This design comes from an exercise in tuning for small area, a short achievable clock period and few clock cycles per item on the open sky130 flow, not from production work. In this exercise RTL edits were held to simulation tests only and were not proved equivalent to the original. Power is estimated from default activity; no workload was simulated.

[flow/config.mk]
export PLATFORM = sky130hd
export DESIGN_NAME = ALU_top
export DESIGN_NICKNAME = ALU_top
export VERILOG_FILES = /design/flow/design.v
export SDC_FILE = /design/flow/constraint.sdc
export NUM_CORES = 4
export LEC_CHECK = 0
export ABC_AREA = 1
export CAP_MARGIN = 20
export CORE_MARGIN = 2
export CORE_UTILIZATION = 60
export SLEW_MARGIN = 20
[flow/design.v]
module ALU_top(
    input soc_clk,
    input reset,
    input [31:0] ALU_dat1,
    input [31:0] ALU_dat2,
    input [5:0] Instruction_from_CU,
    output ALU_overflow,
    output ALU_con_met,
    output ALU_zero,
    output ALU_err,
    output ALU_ready,
    output [31:0] ALU_out,
    output ALU_accept
);
    reg busy;
    always @(posedge soc_clk) begin
        if (reset) busy <= 1'b0;
        else       busy <= ~busy;
    end
    assign ALU_accept = ~busy;
    assign ALU_ready  = busy;
    assign ALU_err    = 1'b0;
    wire [31:0] a = ALU_dat1;
    wire [31:0] b = ALU_dat2;
    wire [5:0]  c = Instruction_from_CU;
    wire is_beq  = (c == 6'd4);
    wire is_bne  = (c == 6'd5);
    wire is_blt  = (c == 6'd6);
    wire is_bge  = (c == 6'd7);
    wire is_bltu = (c == 6'd8);
    wire is_bgeu = (c == 6'd9);
    wire is_add  = (c == 6'd18) | (c == 6'd27);
    wire is_sub  = (c == 6'd28);
    wire is_sll  = (c == 6'd24) | (c == 6'd29);
    wire is_srl  = (c == 6'd25) | (c == 6'd33);
    wire is_sra  = (c == 6'd26) | (c == 6'd34);
    wire is_slt  = (c == 6'd19) | (c == 6'd30);
    wire is_sltu = (c == 6'd20) | (c == 6'd31);
    wire is_xor  = (c == 6'd21) | (c == 6'd32);
    wire is_or   = (c == 6'd22) | (c == 6'd35);
    wire is_and  = (c == 6'd23) | (c == 6'd36);
    wire do_sub = ~c[5] & (~c[4] | (c[3] & c[2]) | (~c[3] & ~c[2] & c[1] & c[0]) |
                           (~c[3] & c[2] & ~c[1] & ~c[0]));
    wire [31:0] bx = b ^ {32{do_sub}};
    wire [31:0] p  = a ^ bx;
    wire [31:0] g  = a & bx;
    wire [31:0] G0 = {g[31:1], g[0] | (p[0] & do_sub)};
    wire [31:0] P0 = p;
    wire [31:0] G1, P1;
    assign G1[0] = G0[0];
    assign P1[0] = P0[0];
    assign G1[1] = G0[1] | (P0[1] & G0[0]);
    assign P1[1] = P0[1] & P0[0];
    assign G1[2] = G0[2];
    assign P1[2] = P0[2];
    assign G1[3] = G0[3] | (P0[3] & G0[2]);
    assign P1[3] = P0[3] & P0[2];
    assign G1[4] = G0[4];
    assign P1[4] = P0[4];
    assign G1[5] = G0[5] | (P0[5] & G0[4]);
    assign P1[5] = P0[5] & P0[4];
    assign G1[6] = G0[6];
    assign P1[6] = P0[6];
    assign G1[7] = G0[7] | (P0[7] & G0[6]);
    assign P1[7] = P0[7] & P0[6];
    assign G1[8] = G0[8];
    assign P1[8] = P0[8];
    assign G1[9] = G0[9] | (P0[9] & G0[8]);
    assign P1[9] = P0[9] & P0[8];
    assign G1[10] = G0[10];
    assign P1[10] = P0[10];
    assign G1[11] = G0[11] | (P0[11] & G0[10]);
    assign P1[11] = P0[11] & P0[10];
    assign G1[12] = G0[12];
    assign P1[12] = P0[12];
    assign G1[13] = G0[13] | (P0[13] & G0[12]);
    assign P1[13] = P0[13] & P0[12];
    assign G1[14] = G0[14];
    assign P1[14] = P0[14];
    assign G1[15] = G0[15] | (P0[15] & G0[14]);
    assign P1[15] = P0[15] & P0[14];
    assign G1[16] = G0[16];
    assign P1[16] = P0[16];
    assign G1[17] = G0[17] | (P0[17] & G0[16]);
    assign P1[17] = P0[17] & P0[16];
    assign G1[18] = G0[18];
    assign P1[18] = P0[18];
    assign G1[19] = G0[19] | (P0[19] & G0[18]);
    assign P1[19] = P0[19] & P0[18];
    assign G1[20] = G0[20];
    assign P1[20] = P0[20];
    assign G1[21] = G0[21] | (P0[21] & G0[20]);
    assign P1[21] = P0[21] & P0[20];
    assign G1[22] = G0[22];
    assign P1[22] = P0[22];
    assign G1[23] = G0[23] | (P0[23] & G0[22]);
    assign P1[23] = P0[23] & P0[22];
    assign G1[24] = G0[24];
    assign P1[24] = P0[24];
    assign G1[25] = G0[25] | (P0[25] & G0[24]);
    assign P1[25] = P0[25] & P0[24];
    assign G1[26] = G0[26];
    assign P1[26] = P0[26];
    assign G1[27] = G0[27] | (P0[27] & G0[26]);
    assign P1[27] = P0[27] & P0[26];
    assign G1[28] = G0[28];
    assign P1[28] = P0[28];
    assign G1[29] = G0[29] | (P0[29] & G0[28]);
    assign P1[29] = P0[29] & P0[28];
    assign G1[30] = G0[30];
    assign P1[30] = P0[30];
    assign G1[31] = G0[31] | (P0[31] & G0[30]);
    assign P1[31] = P0[31] & P0[30];
    wire [31:0] G2, P2;
    assign G2[0] = G1[0];
    assign P2[0] = P1[0];
    assign G2[1] = G1[1];
    assign P2[1] = P1[1];
    assign G2[2] = G1[2];
    assign P2[2] = P1[2];
    assign G2[3] = G1[3] | (P1[3] & G1[1]);
    assign P2[3] = P1[3] & P1[1];
    assign G2[4] = G1[4];
    assign P2[4] = P1[4];
    assign G2[5] = G1[5];
    assign P2[5] = P1[5];
    assign G2[6] = G1[6];
    assign P2[6] = P1[6];
    assign G2[7] = G1[7] | (P1[7] & G1[5]);
    assign P2[7] = P1[7] & P1[5];
    assign G2[8] = G1[8];
    assign P2[8] = P1[8];
    assign G2[9] = G1[9];
    assign P2[9] = P1[9];
    assign G2[10] = G1[10];
    assign P2[10] = P1[10];
    assign G2[11] = G1[11] | (P1[11] & G1[9]);
    assign P2[11] = P1[11] & P1[9];
    assign G2[12] = G1[12];
    assign P2[12] = P1[12];
    assign G2[13] = G1[13];
    assign P2[13] = P1[13];
    assign G2[14] = G1[14];
    assign P2[14] = P1[14];
    assign G2[15] = G1[15] | (P1[15] & G1[13]);
    assign P2[15] = P1[15] & P1[13];
    assign G2[16] = G1[16];
    assign P2[16] = P1[16];
    assign G2[17] = G1[17];
    assign P2[17] = P1[17];
    assign G2[18] = G1[18];
    assign P2[18] = P1[18];
    assign G2[19] = G1[19] | (P1[19] & G1[17]);
    assign P2[19] = P1[19] & P1[17];
    assign G2[20] = G1[20];
    assign P2[20] = P1[20];
    assign G2[21] = G1[21];
    assign P2[21] = P1[21];
    assign G2[22] = G1[22];
    assign P2[22] = P1[22];
    assign G2[23] = G1[23] | (P1[23] & G1[21]);
    assign P2[23] = P1[23] & P1[21];
    assign G2[24] = G1[24];
    assign P2[24] = P1[24];
    assign G2[25] = G1[25];
    assign P2[25] = P1[25];
    assign G2[26] = G1[26];
    assign P2[26] = P1[26];
    assign G2[27] = G1[27] | (P1[27] & G1[25]);
    assign P2[27] = P1[27] & P1[25];
    assign G2[28] = G1[28];
    assign P2[28] = P1[28];
    assign G2[29] = G1[29];
    assign P2[29] = P1[29];
    assign G2[30] = G1[30];
    assign P2[30] = P1[30];
    assign G2[31] = G1[31] | (P1[31] & G1[29]);
    assign P2[31] = P1[31] & P1[29];
    wire [31:0] G3, P3;
    assign G3[0] = G2[0];
    assign P3[0] = P2[0];
    assign G3[1] = G2[1];
    assign P3[1] = P2[1];
    assign G3[2] = G2[2];
    assign P3[2] = P2[2];
    assign G3[3] = G2[3];
    assign P3[3] = P2[3];
    assign G3[4] = G2[4];
    assign P3[4] = P2[4];
    assign G3[5] = G2[5];
    assign P3[5] = P2[5];
    assign G3[6] = G2[6];
    assign P3[6] = P2[6];
    assign G3[7] = G2[7] | (P2[7] & G2[3]);
    assign P3[7] = P2[7] & P2[3];
    assign G3[8] = G2[8];
    assign P3[8] = P2[8];
    assign G3[9] = G2[9];
    assign P3[9] = P2[9];
    assign G3[10] = G2[10];
    assign P3[10] = P2[10];
    assign G3[11] = G2[11];
    assign P3[11] = P2[11];
    assign G3[12] = G2[12];
    assign P3[12] = P2[12];
    assign G3[13] = G2[13];
    assign P3[13] = P2[13];
    assign G3[14] = G2[14];
    assign P3[14] = P2[14];
    assign G3[15] = G2[15] | (P2[15] & G2[11]);
    assign P3[15] = P2[15] & P2[11];
    assign G3[16] = G2[16];
    assign P3[16] = P2[16];
    assign G3[17] = G2[17];
    assign P3[17] = P2[17];
    assign G3[18] = G2[18];
    assign P3[18] = P2[18];
    assign G3[19] = G2[19];
    assign P3[19] = P2[19];
    assign G3[20] = G2[20];
    assign P3[20] = P2[20];
    assign G3[21] = G2[21];
    assign P3[21] = P2[21];
    assign G3[22] = G2[22];
    assign P3[22] = P2[22];
    assign G3[23] = G2[23] | (P2[23] & G2[19]);
    assign P3[23] = P2[23] & P2[19];
    assign G3[24] = G2[24];
    assign P3[24] = P2[24];
    assign G3[25] = G2[25];
    assign P3[25] = P2[25];
    assign G3[26] = G2[26];
    assign P3[26] = P2[26];
    assign G3[27] = G2[27];
    assign P3[27] = P2[27];
    assign G3[28] = G2[28];
    assign P3[28] = P2[28];
    assign G3[29] = G2[29];
    assign P3[29] = P2[29];
    assign G3[30] = G2[30];
    assign P3[30] = P2[30];
    assign G3[31] = G2[31] | (P2[31] & G2[27]);
    assign P3[31] = P2[31] & P2[27];
    wire [31:0] G4, P4;
    assign G4[0] = G3[0];
    assign P4[0] = P3[0];
    assign G4[1] = G3[1];
    assign P4[1] = P3[1];
    assign G4[2] = G3[2];
    assign P4[2] = P3[2];
    assign G4[3] = G3[3];
    assign P4[3] = P3[3];
    assign G4[4] = G3[4];
    assign P4[4] = P3[4];
    assign G4[5] = G3[5];
    assign P4[5] = P3[5];
    assign G4[6] = G3[6];
    assign P4[6] = P3[6];
    assign G4[7] = G3[7];
    assign P4[7] = P3[7];
    assign G4[8] = G3[8];
    assign P4[8] = P3[8];
    assign G4[9] = G3[9];
    assign P4[9] = P3[9];
    assign G4[10] = G3[10];
    assign P4[10] = P3[10];
    assign G4[11] = G3[11];
    assign P4[11] = P3[11];
    assign G4[12] = G3[12];
    assign P4[12] = P3[12];
    assign G4[13] = G3[13];
    assign P4[13] = P3[13];
    assign G4[14] = G3[14];
    assign P4[14] = P3[14];
    assign G4[15] = G3[15] | (P3[15] & G3[7]);
    assign P4[15] = P3[15] & P3[7];
    assign G4[16] = G3[16];
    assign P4[16] = P3[16];
    assign G4[17] = G3[17];
    assign P4[17] = P3[17];
    assign G4[18] = G3[18];
    assign P4[18] = P3[18];
    assign G4[19] = G3[19];
    assign P4[19] = P3[19];
    assign G4[20] = G3[20];
    assign P4[20] = P3[20];
    assign G4[21] = G3[21];
    assign P4[21] = P3[21];
    assign G4[22] = G3[22];
    assign P4[22] = P3[22];
    assign G4[23] = G3[23];
    assign P4[23] = P3[23];
    assign G4[24] = G3[24];
    assign P4[24] = P3[24];
    assign G4[25] = G3[25];
    assign P4[25] = P3[25];
    assign G4[26] = G3[26];
    assign P4[26] = P3[26];
    assign G4[27] = G3[27];
    assign P4[27] = P3[27];
    assign G4[28] = G3[28];
    assign P4[28] = P3[28];
    assign G4[29] = G3[29];
    assign P4[29] = P3[29];
    assign G4[30] = G3[30];
    assign P4[30] = P3[30];
    assign G4[31] = G3[31] | (P3[31] & G3[23]);
    assign P4[31] = P3[31] & P3[23];
    wire [31:0] G5, P5;
    assign G5[0] = G4[0];
    assign P5[0] = P4[0];
    assign G5[1] = G4[1];
    assign P5[1] = P4[1];
    assign G5[2] = G4[2];
    assign P5[2] = P4[2];
    assign G5[3] = G4[3];
    assign P5[3] = P4[3];
    assign G5[4] = G4[4];
    assign P5[4] = P4[4];
    assign G5[5] = G4[5];
    assign P5[5] = P4[5];
    assign G5[6] = G4[6];
    assign P5[6] = P4[6];
    assign G5[7] = G4[7];
    assign P5[7] = P4[7];
    assign G5[8] = G4[8];
    assign P5[8] = P4[8];
    assign G5[9] = G4[9];
    assign P5[9] = P4[9];
    assign G5[10] = G4[10];
    assign P5[10] = P4[10];
    assign G5[11] = G4[11];
    assign P5[11] = P4[11];
    assign G5[12] = G4[12];
    assign P5[12] = P4[12];
    assign G5[13] = G4[13];
    assign P5[13] = P4[13];
    assign G5[14] = G4[14];
    assign P5[14] = P4[14];
    assign G5[15] = G4[15];
    assign P5[15] = P4[15];
    assign G5[16] = G4[16];
    assign P5[16] = P4[16];
    assign G5[17] = G4[17];
    assign P5[17] = P4[17];
    assign G5[18] = G4[18];
    assign P5[18] = P4[18];
    assign G5[19] = G4[19];
    assign P5[19] = P4[19];
    assign G5[20] = G4[20];
    assign P5[20] = P4[20];
    assign G5[21] = G4[21];
    assign P5[21] = P4[21];
    assign G5[22] = G4[22];
    assign P5[22] = P4[22];
    assign G5[23] = G4[23];
    assign P5[23] = P4[23];
    assign G5[24] = G4[24];
    assign P5[24] = P4[24];
    assign G5[25] = G4[25];
    assign P5[25] = P4[25];
    assign G5[26] = G4[26];
    assign P5[26] = P4[26];
    assign G5[27] = G4[27];
    assign P5[27] = P4[27];
    assign G5[28] = G4[28];
    assign P5[28] = P4[28];
    assign G5[29] = G4[29];
    assign P5[29] = P4[29];
    assign G5[30] = G4[30];
    assign P5[30] = P4[30];
    assign G5[31] = G4[31] | (P4[31] & G4[15]);
    assign P5[31] = P4[31] & P4[15];
    wire [31:0] G6, P6;
    assign G6[0] = G5[0];
    assign P6[0] = P5[0];
    assign G6[1] = G5[1];
    assign P6[1] = P5[1];
    assign G6[2] = G5[2];
    assign P6[2] = P5[2];
    assign G6[3] = G5[3];
    assign P6[3] = P5[3];
    assign G6[4] = G5[4];
    assign P6[4] = P5[4];
    assign G6[5] = G5[5];
    assign P6[5] = P5[5];
    assign G6[6] = G5[6];
    assign P6[6] = P5[6];
    assign G6[7] = G5[7];
    assign P6[7] = P5[7];
    assign G6[8] = G5[8];
    assign P6[8] = P5[8];
    assign G6[9] = G5[9];
    assign P6[9] = P5[9];
    assign G6[10] = G5[10];
    assign P6[10] = P5[10];
    assign G6[11] = G5[11];
    assign P6[11] = P5[11];
    assign G6[12] = G5[12];
    assign P6[12] = P5[12];
    assign G6[13] = G5[13];
    assign P6[13] = P5[13];
    assign G6[14] = G5[14];
    assign P6[14] = P5[14];
    assign G6[15] = G5[15];
    assign P6[15] = P5[15];
    assign G6[16] = G5[16];
    assign P6[16] = P5[16];
    assign G6[17] = G5[17];
    assign P6[17] = P5[17];
    assign G6[18] = G5[18];
    assign P6[18] = P5[18];
    assign G6[19] = G5[19];
    assign P6[19] = P5[19];
    assign G6[20] = G5[20];
    assign P6[20] = P5[20];
    assign G6[21] = G5[21];
    assign P6[21] = P5[21];
    assign G6[22] = G5[22];
    assign P6[22] = P5[22];
    assign G6[23] = G5[23] | (P5[23] & G5[15]);
    assign P6[23] = P5[23] & P5[15];
    assign G6[24] = G5[24];
    assign P6[24] = P5[24];
    assign G6[25] = G5[25];
    assign P6[25] = P5[25];
    assign G6[26] = G5[26];
    assign P6[26] = P5[26];
    assign G6[27] = G5[27];
    assign P6[27] = P5[27];
    assign G6[28] = G5[28];
    assign P6[28] = P5[28];
    assign G6[29] = G5[29];
    assign P6[29] = P5[29];
    assign G6[30] = G5[30];
    assign P6[30] = P5[30];
    assign G6[31] = G5[31];
    assign P6[31] = P5[31];
    wire [31:0] G7, P7;
    assign G7[0] = G6[0];
    assign P7[0] = P6[0];
    assign G7[1] = G6[1];
    assign P7[1] = P6[1];
    assign G7[2] = G6[2];
    assign P7[2] = P6[2];
    assign G7[3] = G6[3];
    assign P7[3] = P6[3];
    assign G7[4] = G6[4];
    assign P7[4] = P6[4];
    assign G7[5] = G6[5];
    assign P7[5] = P6[5];
    assign G7[6] = G6[6];
    assign P7[6] = P6[6];
    assign G7[7] = G6[7];
    assign P7[7] = P6[7];
    assign G7[8] = G6[8];
    assign P7[8] = P6[8];
    assign G7[9] = G6[9];
    assign P7[9] = P6[9];
    assign G7[10] = G6[10];
    assign P7[10] = P6[10];
    assign G7[11] = G6[11] | (P6[11] & G6[7]);
    assign P7[11] = P6[11] & P6[7];
    assign G7[12] = G6[12];
    assign P7[12] = P6[12];
    assign G7[13] = G6[13];
    assign P7[13] = P6[13];
    assign G7[14] = G6[14];
    assign P7[14] = P6[14];
    assign G7[15] = G6[15];
    assign P7[15] = P6[15];
    assign G7[16] = G6[16];
    assign P7[16] = P6[16];
    assign G7[17] = G6[17];
    assign P7[17] = P6[17];
    assign G7[18] = G6[18];
    assign P7[18] = P6[18];
    assign G7[19] = G6[19] | (P6[19] & G6[15]);
    assign P7[19] = P6[19] & P6[15];
    assign G7[20] = G6[20];
    assign P7[20] = P6[20];
    assign G7[21] = G6[21];
    assign P7[21] = P6[21];
    assign G7[22] = G6[22];
    assign P7[22] = P6[22];
    assign G7[23] = G6[23];
    assign P7[23] = P6[23];
    assign G7[24] = G6[24];
    assign P7[24] = P6[24];
    assign G7[25] = G6[25];
    assign P7[25] = P6[25];
    assign G7[26] = G6[26];
    assign P7[26] = P6[26];
    assign G7[27] = G6[27] | (P6[27] & G6[23]);
    assign P7[27] = P6[27] & P6[23];
    assign G7[28] = G6[28];
    assign P7[28] = P6[28];
    assign G7[29] = G6[29];
    assign P7[29] = P6[29];
    assign G7[30] = G6[30];
    assign P7[30] = P6[30];
    assign G7[31] = G6[31];
    assign P7[31] = P6[31];
    wire [31:0] G8, P8;
    assign G8[0] = G7[0];
    assign P8[0] = P7[0];
    assign G8[1] = G7[1];
    assign P8[1] = P7[1];
    assign G8[2] = G7[2];
    assign P8[2] = P7[2];
    assign G8[3] = G7[3];
    assign P8[3] = P7[3];
    assign G8[4] = G7[4];
    assign P8[4] = P7[4];
    assign G8[5] = G7[5] | (P7[5] & G7[3]);
    assign P8[5] = P7[5] & P7[3];
    assign G8[6] = G7[6];
    assign P8[6] = P7[6];
    assign G8[7] = G7[7];
    assign P8[7] = P7[7];
    assign G8[8] = G7[8];
    assign P8[8] = P7[8];
    assign G8[9] = G7[9] | (P7[9] & G7[7]);
    assign P8[9] = P7[9] & P7[7];
    assign G8[10] = G7[10];
    assign P8[10] = P7[10];
    assign G8[11] = G7[11];
    assign P8[11] = P7[11];
    assign G8[12] = G7[12];
    assign P8[12] = P7[12];
    assign G8[13] = G7[13] | (P7[13] & G7[11]);
    assign P8[13] = P7[13] & P7[11];
    assign G8[14] = G7[14];
    assign P8[14] = P7[14];
    assign G8[15] = G7[15];
    assign P8[15] = P7[15];
    assign G8[16] = G7[16];
    assign P8[16] = P7[16];
    assign G8[17] = G7[17] | (P7[17] & G7[15]);
    assign P8[17] = P7[17] & P7[15];
    assign G8[18] = G7[18];
    assign P8[18] = P7[18];
    assign G8[19] = G7[19];
    assign P8[19] = P7[19];
    assign G8[20] = G7[20];
    assign P8[20] = P7[20];
    assign G8[21] = G7[21] | (P7[21] & G7[19]);
    assign P8[21] = P7[21] & P7[19];
    assign G8[22] = G7[22];
    assign P8[22] = P7[22];
    assign G8[23] = G7[23];
    assign P8[23] = P7[23];
    assign G8[24] = G7[24];
    assign P8[24] = P7[24];
    assign G8[25] = G7[25] | (P7[25] & G7[23]);
    assign P8[25] = P7[25] & P7[23];
    assign G8[26] = G7[26];
    assign P8[26] = P7[26];
    assign G8[27] = G7[27];
    assign P8[27] = P7[27];
    assign G8[28] = G7[28];
    assign P8[28] = P7[28];
    assign G8[29] = G7[29] | (P7[29] & G7[27]);
    assign P8[29] = P7[29] & P7[27];
    assign G8[30] = G7[30];
    assign P8[30] = P7[30];
    assign G8[31] = G7[31];
    assign P8[31] = P7[31];
    wire [31:0] G9, P9;
    assign G9[0] = G8[0];
    assign P9[0] = P8[0];
    assign G9[1] = G8[1];
    assign P9[1] = P8[1];
    assign G9[2] = G8[2] | (P8[2] & G8[1]);
    assign P9[2] = P8[2] & P8[1];
    assign G9[3] = G8[3];
    assign P9[3] = P8[3];
    assign G9[4] = G8[4] | (P8[4] & G8[3]);
    assign P9[4] = P8[4] & P8[3];
    assign G9[5] = G8[5];
    assign P9[5] = P8[5];
    assign G9[6] = G8[6] | (P8[6] & G8[5]);
    assign P9[6] = P8[6] & P8[5];
    assign G9[7] = G8[7];
    assign P9[7] = P8[7];
    assign G9[8] = G8[8] | (P8[8] & G8[7]);
    assign P9[8] = P8[8] & P8[7];
    assign G9[9] = G8[9];
    assign P9[9] = P8[9];
    assign G9[10] = G8[10] | (P8[10] & G8[9]);
    assign P9[10] = P8[10] & P8[9];
    assign G9[11] = G8[11];
    assign P9[11] = P8[11];
    assign G9[12] = G8[12] | (P8[12] & G8[11]);
    assign P9[12] = P8[12] & P8[11];
    assign G9[13] = G8[13];
    assign P9[13] = P8[13];
    assign G9[14] = G8[14] | (P8[14] & G8[13]);
    assign P9[14] = P8[14] & P8[13];
    assign G9[15] = G8[15];
    assign P9[15] = P8[15];
    assign G9[16] = G8[16] | (P8[16] & G8[15]);
    assign P9[16] = P8[16] & P8[15];
    assign G9[17] = G8[17];
    assign P9[17] = P8[17];
    assign G9[18] = G8[18] | (P8[18] & G8[17]);
    assign P9[18] = P8[18] & P8[17];
    assign G9[19] = G8[19];
    assign P9[19] = P8[19];
    assign G9[20] = G8[20] | (P8[20] & G8[19]);
    assign P9[20] = P8[20] & P8[19];
    assign G9[21] = G8[21];
    assign P9[21] = P8[21];
    assign G9[22] = G8[22] | (P8[22] & G8[21]);
    assign P9[22] = P8[22] & P8[21];
    assign G9[23] = G8[23];
    assign P9[23] = P8[23];
    assign G9[24] = G8[24] | (P8[24] & G8[23]);
    assign P9[24] = P8[24] & P8[23];
    assign G9[25] = G8[25];
    assign P9[25] = P8[25];
    assign G9[26] = G8[26] | (P8[26] & G8[25]);
    assign P9[26] = P8[26] & P8[25];
    assign G9[27] = G8[27];
    assign P9[27] = P8[27];
    assign G9[28] = G8[28] | (P8[28] & G8[27]);
    assign P9[28] = P8[28] & P8[27];
    assign G9[29] = G8[29];
    assign P9[29] = P8[29];
    assign G9[30] = G8[30] | (P8[30] & G8[29]);
    assign P9[30] = P8[30] & P8[29];
    assign G9[31] = G8[31];
    assign P9[31] = P8[31];
    wire [31:0] cg = G9;    
    wire        pall = P9[31];    
    wire [31:0] sum = p ^ {cg[30:0], do_sub};
    wire ltu = ~cg[31];                            
    wire lts = (a[31] ^ b[31]) ? a[31] : sum[31];  
    wire eq  = pall;                               
    wire ovf = (a[31] == bx[31]) & (sum[31] != a[31]);
    wire [31:0] a_rev;
    wire [31:0] sh_r, sh_rev;
    genvar gi;
    generate
        for (gi = 0; gi < 32; gi = gi + 1) begin : REV
            assign a_rev[gi]  = a[31-gi];
            assign sh_rev[gi] = sh_r[31-gi];
        end
    endgenerate
    wire [31:0] sh_in = is_sll ? a_rev : a;
    wire        fill  = is_sra & a[31];
    wire [31:0] r0 = b[0] ? {fill, sh_in[31:1]} : sh_in;
    wire [31:0] r1 = b[1] ? {{2{fill}}, r0[31:2]} : r0;
    wire [31:0] r2 = b[2] ? {{4{fill}}, r1[31:4]} : r1;
    wire [31:0] r3 = b[3] ? {{8{fill}}, r2[31:8]} : r2;
    assign sh_r = b[4] ? {{16{fill}}, r3[31:16]} : r3;
    wire        sel_sum = is_add | is_sub;
    wire [31:0] res_o =
        ({32{is_sll}} & sh_rev) |
        ({32{is_srl | is_sra}} & sh_r) |
        ({32{is_xor | is_or}} & p) |
        ({32{is_and | is_or}} & g);
    wire [31:0] cin_v = {cg[30:0], do_sub};
    wire [31:0] res0 = res_o | ({32{sel_sum}} & p);
    wire [31:0] res1 = res_o | ({32{sel_sum}} & ~p);
    wire [31:0] res;
    generate
        for (gi = 0; gi < 32; gi = gi + 1) begin : RES
            if (gi == 0) begin : B0
                assign res[gi] = (cin_v[gi] ? res1[gi] : res0[gi]) | slt_bit;
            end else begin : BN
                assign res[gi] = cin_v[gi] ? res1[gi] : res0[gi];
            end
        end
    endgenerate
    wire sdiff = a[31] ^ b[31];
    wire lts0  = sdiff ? a[31] : p[31];     
    wire lts1  = sdiff ? a[31] : ~p[31];    
    wire slt_bit = (cg[31] ? 1'b0 : is_sltu) | (cg[30] ? (is_slt & lts1) : (is_slt & lts0));
    wire cm_u  = cg[31] ? is_bgeu : is_bltu;
    wire cm_s  = cg[30] ? ((is_blt & lts1) | (is_bge & ~lts1)) : ((is_blt & lts0) | (is_bge & ~lts0));
    wire cm    = (is_beq & eq) | (is_bne & ~eq) | cm_u | cm_s;
    reg [31:0] out_r;
    reg        ovf_r, cm_r;
    always @(posedge soc_clk) begin
        out_r <= res;
        ovf_r <= (is_add | is_sub) & ovf;
        cm_r  <= cm;
    end
    assign ALU_out      = out_r;
    assign ALU_overflow = ovf_r;
    assign ALU_con_met  = cm_r;
    assign ALU_zero     = ~|out_r;
endmodule
[flow/standard.sh]
#!/bin/bash
# synth_recipe.tcl (not shown) runs the flow's synth.tcl, then flattens the netlist and writes it again
# the make line also repeats each setting of config.mk as NAME=value (left out here)
make -C /OpenROAD-flow-scripts/flow DESIGN_CONFIG=/design/flow/config.mk WORK_HOME=/design/flow/orfs CLKGATE_MAP_FILE= SYNTH_SCRIPT=/design/flow/synth_recipe.tcl "${@:-finish}"
[flow/constraint.sdc]
create_clock -name core_clock -period 14.0 [get_ports {soc_clk}]
set_input_delay 2.8000 -clock core_clock [delete_from_list [all_inputs] [get_ports {soc_clk}]]
set_output_delay 2.8000 -clock core_clock [all_outputs]
set_load 0.01 [all_outputs]
[flow/flow/run.sh]
#!/bin/bash
# The standard ORFS layout (standard.sh) with these changes:
# - plain buf_2 port buffers (every port is still buffered);
# - a setup margin so that the repair steps size the logic for a shorter period;
# - clock tree synthesis without dummy balancing loads;
# - power recovery on half the paths after global routing (downsizes gates
#   that have slack to spare).
# Synthesis is the standard one. The full make output goes to standard.log.
set -euo pipefail
bash standard.sh "BUFFER_PORTS_ARGS=-buffer_cell sky130_fd_sc_hd__buf_2" SETUP_SLACK_MARGIN=8.3 RECOVER_POWER=50 \
  "CTS_ARGS=-sink_clustering_enable -repair_clock_nets -dont_use_dummy_load" finish > standard.log 2>&1
==> results.yml, run 1 <==
outcome:
  status: "timing/DRC/antenna clean"
grt:
  grt_pass1_vias: 6477
  met2_usage: 0.608
  grt_first_pass_wirelength_um: 33600
  grt.met1_usage: 0.601
  antenna_found_initial: 0
  grt-ovfl-total: 0
  grt_usage: 0.419
  grt_max_degree: 80
  use_met3: 0.0889
  grt_busiest_layer: "met2"
synth:
  ys.flop_type: "dfxtp_1"
  netlist_area_sq_um: 5750
  syn-num-nets: 1116
  synth_top_area_share: 0.169
  synth_top_area_cell: "nand2_1"
  synth-edff-count: 0
  ys_types: 45
  yosysSeqAreaShare: 0.122
  synth_area_leaders: "nand2_1, dfxtp_1, nand3_1, o21ai_0, ha_1"
  synth-seq-cells: 35
  yosysWarnings: 1
  syn_avg_cell_area_sq_um: 5.68
  synthArstFlopShare: 0
  synthCells: 1012
floorplanning:
  die-area_sq_um: 10400
  start_util: 0.619
  chipWidth_um: 102
  rows: 35
  ios: 110
  core_sq_um: 9280
  die_h_um: 102
clocking:
  cts-root-buf: "clkbuf_8"
  cts_sinks: 35
  clk_latency_ns: 0.29
  htreeDepth: 2
  cts_tree: "built"
  clk_pin_slew_worst_paths_ns: 0.07
  clock_path_buffers: 2
  cts_inserted_buffers: 5
routing:
  dr_total_vias: 7667
  ant_nets: 0
  wl_per_cell_um: 18.8
  vias_per_cell: 6.26
  drt_pre_antenna_iters: 7
  drt_iter0_drc: 1139
  drcViolationCount: 0
  drt_wl_total_um: 23100
finish:
  nNetsFinal: 1202
  drive_gt1_frac: 0.142
  final_cell_mix: "nand2_1, nand3_1, inv_1, o21ai_0, buf_2"
  diodes: 0
  final_common_cell: "nand2_1"
  area_growth_pct: 15.1
power:
  p_leak_nw: 3.12
  power_density_nw_per_um2: 69.6
  vdd_drop_max_v: 0.0000388
  finalPower_uw: 460
setup_path:
  path_buf_inv: 3
  crit_slowest_cell: "nor4_1"
  cp_max_fo: 17
  path_delay_family: "simple AND/OR/NAND/NOR gates"
  cp.required_ns: 14.18
  cp_common_cell: "nand2_1"
  arrival_ns: 5.81
  critPathLaunchType: "input pin"
  cp_cell_sequence: "buf_2 -> inv_2 -> a21oi_4 -> nand3_4 -> nand2_4 -> xnor2_1 -> ha_1 -> inv_1 -> nor4_1 -> nand2_1 -> nor2_1 -> nand4_1 -> mux2i_1 -> nand2_1 -> nand2_1 -> nand3_1"
  path_class: "input pin to register"
  max_stage_delay_ns: 0.59
  endpoint_kind: "register"
hold_path:
  min_path_type: "register to register"
timing:
  max_freq_mhz: 178
  min_period_ns: 5.63
  finClkSkew_ns: 0
  min_period_over_period: 0.402
  layout_setup_ws_ns: 8.37
  setup_viol: 0
  rsz0062_at_grt: "false"
  relSlewSlack: 0.394
  worst_pin_slew_ns: 0.905
  finalHoldViolCount: 0
  setup_tns_ns: 0
  drv_slew: 0
run:
  cap_violations: 0
placement:
  place_hpwl_um: 17400
  gp_congestion: 1.08
  io_buffers: 108
  dpl_worst_slack_ns: 7.66
power breakdown:
group | leakage, nW | internal, mW | total (mW) | switching, mW
clock | 0.0359 | 0.0321 | 0.0675 | 0.0354
combinational | 2.79 | 0.0941 | 0.277 | 0.183
sequential | 0.287 | 0.110 | 0.116 | 0.00621
cell usage after synthesis, drive strengths merged (9+ instances only):
cell / number
nand2: 280
nand3: 133
o21ai: 111
inv: 104
nor2: 59
dfxtp: 35
clkbuf: 33
ha: 32
a21oi: 30
xnor2: 26
nand4: 21
a22oi: 20
o211ai: 18
buf: 17
or2: 16
nor4: 14
mux2i: 9
final timing paths:
path,start,to,slack [ns],cells after the start
min reg2reg,busy$_SDFF_PP0_,busy$_SDFF_PP0_,0.44,1
max reg2reg,busy$_SDFF_PP0_,busy$_SDFF_PP0_,13.49,1
max,Instruction_from_CU[4],cm_r$_DFF_P_,8.37,16
min,busy$_SDFF_PP0_,busy$_SDFF_PP0_,0.44,1
flip-flops by register name (all words and copies together) (netlist names):
name,cells
cm_r,1
busy,1
ovf_r,1
out_r,32
through the flow:
| step | instances | utilization | area [sq um] | hold WS, ns |
|---|---|---|---|---|
| 4_1_cts | 1205 | 0.681 | 6320 | 0.447 |
| 2_1_floorplan | 1012 | - | 5750 | 0.454 |
| 3_3_place_gp | 1200 | 0.672 | 6230 | 0.412 |
| 5_1_grt | 1225 | 0.713 | 6620 | 0.467 |
| 3_5_place_dp | 1200 | 0.672 | 6230 | 0.437 |
| 6_report | 1225 | 0.713 | 6620 | 0.444 |
area by class of cell:
cell class	count	area (sq um)
Multi-Input combinational cell	821	4560
Fill cell	918	2670
Sequential cell	35	701
Timing Repair Buffer	124	679
Inverter	109	433
Tap cell	129	161
Clock buffer	5	68.8
Timing Repair inverter	2	10.0
per-layer routing:
| layer | routed length, um | vias up |
|---|---|---|
| met5 | 0 | - |
| met4 | 1300 | 0 |
| met3 | 3630 | 105 |
| met2 | 9210 | 634 |
| met1 | 8920 | 3301 |
| li1 | - | 3627 |
cells by family (layout without fill, tap and decap cells):
kind of cell             after synthesis  in the layout  synth area share
AND/OR/NAND/NOR                      532            535             0.418
adder cells (fa/ha/maj)               32             32            0.0697
flip-flops                            35             35             0.122
other                                  1              1          0.000652
buffers and inverters                159            240             0.110
XOR/XNOR                              30             30            0.0457
AO/OA/AOI/OAI                        214            214             0.218
multiplexers                           9              9            0.0157
what timing repair did:
item	in CTS	in global routing
resized for setup	6	49
endpoints found under the setup margin	25	32
hold buffers	0	0
buffers inserted	0	14
cloned	0	6
pin swaps	0	20
Testbench counts, summed over its fixed seeds: cycles 24,000, items 12,000.
==> inputs of run 2 (changes only) <==
--- a/flow/flow/run.sh
+++ b/flow/flow/run.sh
@@ -8,4 +8,4 @@
 # Synthesis is the standard one. The full make output goes to standard.log.
 set -euo pipefail
-bash standard.sh "BUFFER_PORTS_ARGS=-buffer_cell sky130_fd_sc_hd__buf_2" SETUP_SLACK_MARGIN=8.3 RECOVER_POWER=50 \
+bash standard.sh "BUFFER_PORTS_ARGS=-buffer_cell sky130_fd_sc_hd__buf_2" SETUP_SLACK_MARGIN=8.15 RECOVER_POWER=50 \
   "CTS_ARGS=-sink_clustering_enable -repair_clock_nets -dont_use_dummy_load" finish > standard.log 2>&1
==> results.yml, run 2 <==
outcome:
  status: "timing/DRC/antenna clean"
synth:
  synthCells: 1012
  synth-edff-count: 0
  yosysSeqAreaShare: 0.122
  syn_avg_cell_area_sq_um: 5.68
  synth_top_area_share: 0.169
  syn-num-nets: 1116
  ys_types: 45
  yosysWarnings: 1
  yosysMostFrequentCell: "nand2_1"
  synth_top_area_cell: "nand2_1"
  ys_top_cells_by_count: "nand2_1, nand3_1, inv_1, o21ai_0, nor2_1"
  synthArstFlopShare: 0
  ys.flop_type: "dfxtp_1"
  synth_area_leaders: "nand2_1, dfxtp_1, nand3_1, o21ai_0, ha_1"
  synth-seq-cells: 35
  netlist_area_sq_um: 5750
floorplanning:
  start_util: 0.619
  rows: 35
  die-area_sq_um: 10400
  ios: 110
  chipWidth_um: 102
  core_sq_um: 9280
  die_h_um: 102
grt:
  grt_max_degree: 80
  antenna_found_initial: 0
  grt_first_pass_wirelength_um: 33500
  grt_usage: 0.419
  grt_pass1_vias: 6435
  grt-ovfl-total: 0
finish:
  stdcell_count: 1213
  final_common_cell: "nand2_1"
  regMostFlops: "out_r"
  diodes: 0
  final_core_util: 0.688
  seqCellArea_sq_um: 701
  drive_gt1_frac: 0.123
  fillCellCount: 975
  multi_input_area_sq_um: 4460
  final_cell_mix: "nand2_1, nand3_1, inv_1, o21ai_0, buf_2"
  largest_reg_flops: 32
  area_growth_pct: 11.1
  nNetsFinal: 1190
  design_area_sq_um: 6380
clocking:
  cts_tree: "built"
  hold_buffers: 0
  cts_sinks: 35
  cts_inserted_buffers: 5
  htreeDepth: 2
  clock_path_buffers: 2
  clk_latency_ns: 0.29
  cts-root-buf: "clkbuf_8"
  clk_pin_slew_worst_paths_ns: 0.07
timing:
  finClkSkew_ns: 0
  setup_tns_ns: 0
  rsz0062_at_grt: "false"
  drv_slew: 0
  max_freq_mhz: 178
  setup_viol: 0
  min_period_over_period: 0.401
  worst_pin_slew_ns: 0.942
  min_period_ns: 5.61
  finalHoldViolCount: 0
  relSlewSlack: 0.372
routing:
  ant_nets: 0
  wl_per_cell_um: 18.0
  drt_iter0_drc: 1274
  drcViolationCount: 0
  drt_wl_total_um: 21900
  dr_total_vias: 7523
  drt_pre_antenna_iters: 6
  vias_per_cell: 6.20
setup_path:
  cp_max_fo: 17
  arrival_ns: 5.77
  cp.required_ns: 14.16
  path_class: "input pin to register"
  endpoint_kind: "register"
  critPathLaunchType: "input pin"
placement:
  place_inst: 1200
  gp_congestion: 1.08
  io_buffers: 108
  place_area_sq_um: 6230
  place_hpwl_um: 17400
hold_path:
  min_path_type: "register to register"
run:
  cap_violations: 0
power:
  finalPower_uw: 450
  power_density_nw_per_um2: 70.5
  p_leak_nw: 3.01
  vdd_drop_max_v: 0.0000384
-- run 2: cell types whose count changed in the layout (fill, tap and decap cells not counted), sizes merged --
| cell | before | now |
|---|---|---|
| nand2 | 283 | 281 |
| clkinvlp | 5 | 2 |
| clkbuf | 42 | 41 |
| buf | 87 | 79 |
| inv | 104 | 106 |
-- run 2: path summary, 6_finish.rpt --
| check | startpoint | to | slack, ns | cells after the start |
|---|---|---|---|---|
| max | Instruction_from_CU[0] | out_r[28]$_DFF_P_ | 8.39 | 23 |
| min | busy$_SDFF_PP0_ | busy$_SDFF_PP0_ | 0.44 | 1 |
| max reg2reg | busy$_SDFF_PP0_ | busy$_SDFF_PP0_ | 13.49 | 1 |
| min reg2reg | busy$_SDFF_PP0_ | busy$_SDFF_PP0_ | 0.44 | 1 |
-- run 2: area by class of cell --
type / instances / area share
inverters: 109 / 0.0658
clock buffers: 5 / 0.0108
flip-flops and latches: 35 / 0.110
repair inverters: 1 / 0.000784
repair buffers: 115 / 0.0884
well taps: 129 / 0.0253
multi-input cells: 819 / 0.699
-- run 2: kinds of logic after synthesis --
family | synth area share
mux | 0.0157
flops | 0.122
other cells | 0.000652
fa+ha+maj | 0.0697
compound gates | 0.218
xor+xnor | 0.0457
simple gates | 0.418
buf+inv | 0.110
-- run 2: worst max-delay path, cell delays in order --
cell and delay [ns]:
buf_2 0.15, nand2_2 0.10, inv_2 0.10, nand2_2 0.09, nand3_4 0.14, nand2_8 0.14, xnor2_1 0.17, ha_1 0.31
nand2_1 0.09, nand2_1 0.07, a31oi_1 0.14, nand2_1 0.10, inv_1 0.06, nor2_1 0.04, a211oi_2 0.33, nand2_4 0.11
nand2_2 0.07, nand2_2 0.09, nand2_2 0.09, nand2_2 0.06, or2_2 0.28, nand3_1 0.09, nand4_1 0.13
-- run 2: per-stage QoR --
stage | worst slack, ns | hold slack (ns)
detailed placement | 7.66 | 0.437
CTS | 8.17 | 0.447
global route | 8.14 | 0.467
finish | 8.39 | 0.444
floorplan | 8.54 | 0.454
global placement | 7.70 | 0.412
-- run 2: power breakdown --
group / leakage, nW / internal (mW) / total (mW) / switching [mW]
sequential: 0.287 / 0.110 / 0.116 / 0.00629
clock: 0.0359 / 0.0321 / 0.0684 / 0.0363
combinational: 2.68 / 0.0896 / 0.266 / 0.176
total: 3.01 / 0.231 / 0.450 / 0.219
-- run 2: per-layer routing --
metal	GRT usage	up-vias	wire length, um
met1	0.596	3280	8830
li1	-	3599	-
met3	0.0971	91	3270
met5	0	-	0
met2	0.608	553	8560
met4	0.169	0	1220
-- run 2: timing repair --
action	in CTS	in global routing
setup buffers	0	6
cloned	0	2
gates resized for setup	4	15
hold endpoints to repair	0	0
endpoints found under the setup margin	17	32
pin swaps	0	2

==> static timing again, ports no longer ideal <==
The flow's constraints put no driver on any port. The routed layouts listed below were extracted and timed again, unchanged, in two steps. Step 1 (the two cells are an assumption about what drives the block):
set clk [get_ports {soc_clk}]
set_driving_cell -lib_cell sky130_fd_sc_hd__clkbuf_16 $clk
set_driving_cell -lib_cell sky130_fd_sc_hd__buf_2 [delete_from_list [all_inputs] $clk]
Step 2 adds t to the input delays and takes it off the output delays; t is the mean of the earliest and latest rising clock arrival at the registers after step 1. Input paths then give back, and output paths get back, about the clock's delay inside the block. a / b / c = ideal / step 1 / step 2; a / b = the first two.
| run | shift t [ns] | slack for setup (ns) | worst register clock-pin slew, ns |
|---|---|---|---|
| run 1 | 0.315 | 8.374 / 8.341 / 8.026 | 0.07 / 0.07 |
| run 2 | 0.318 | 8.388 / 8.387 / 8.069 | 0.07 / 0.07 |
After both steps every run listed still meets setup and hold. The setup slack of run 1, which loses most, moves by -0.033 ns with the drivers and by -0.348 ns with both steps.
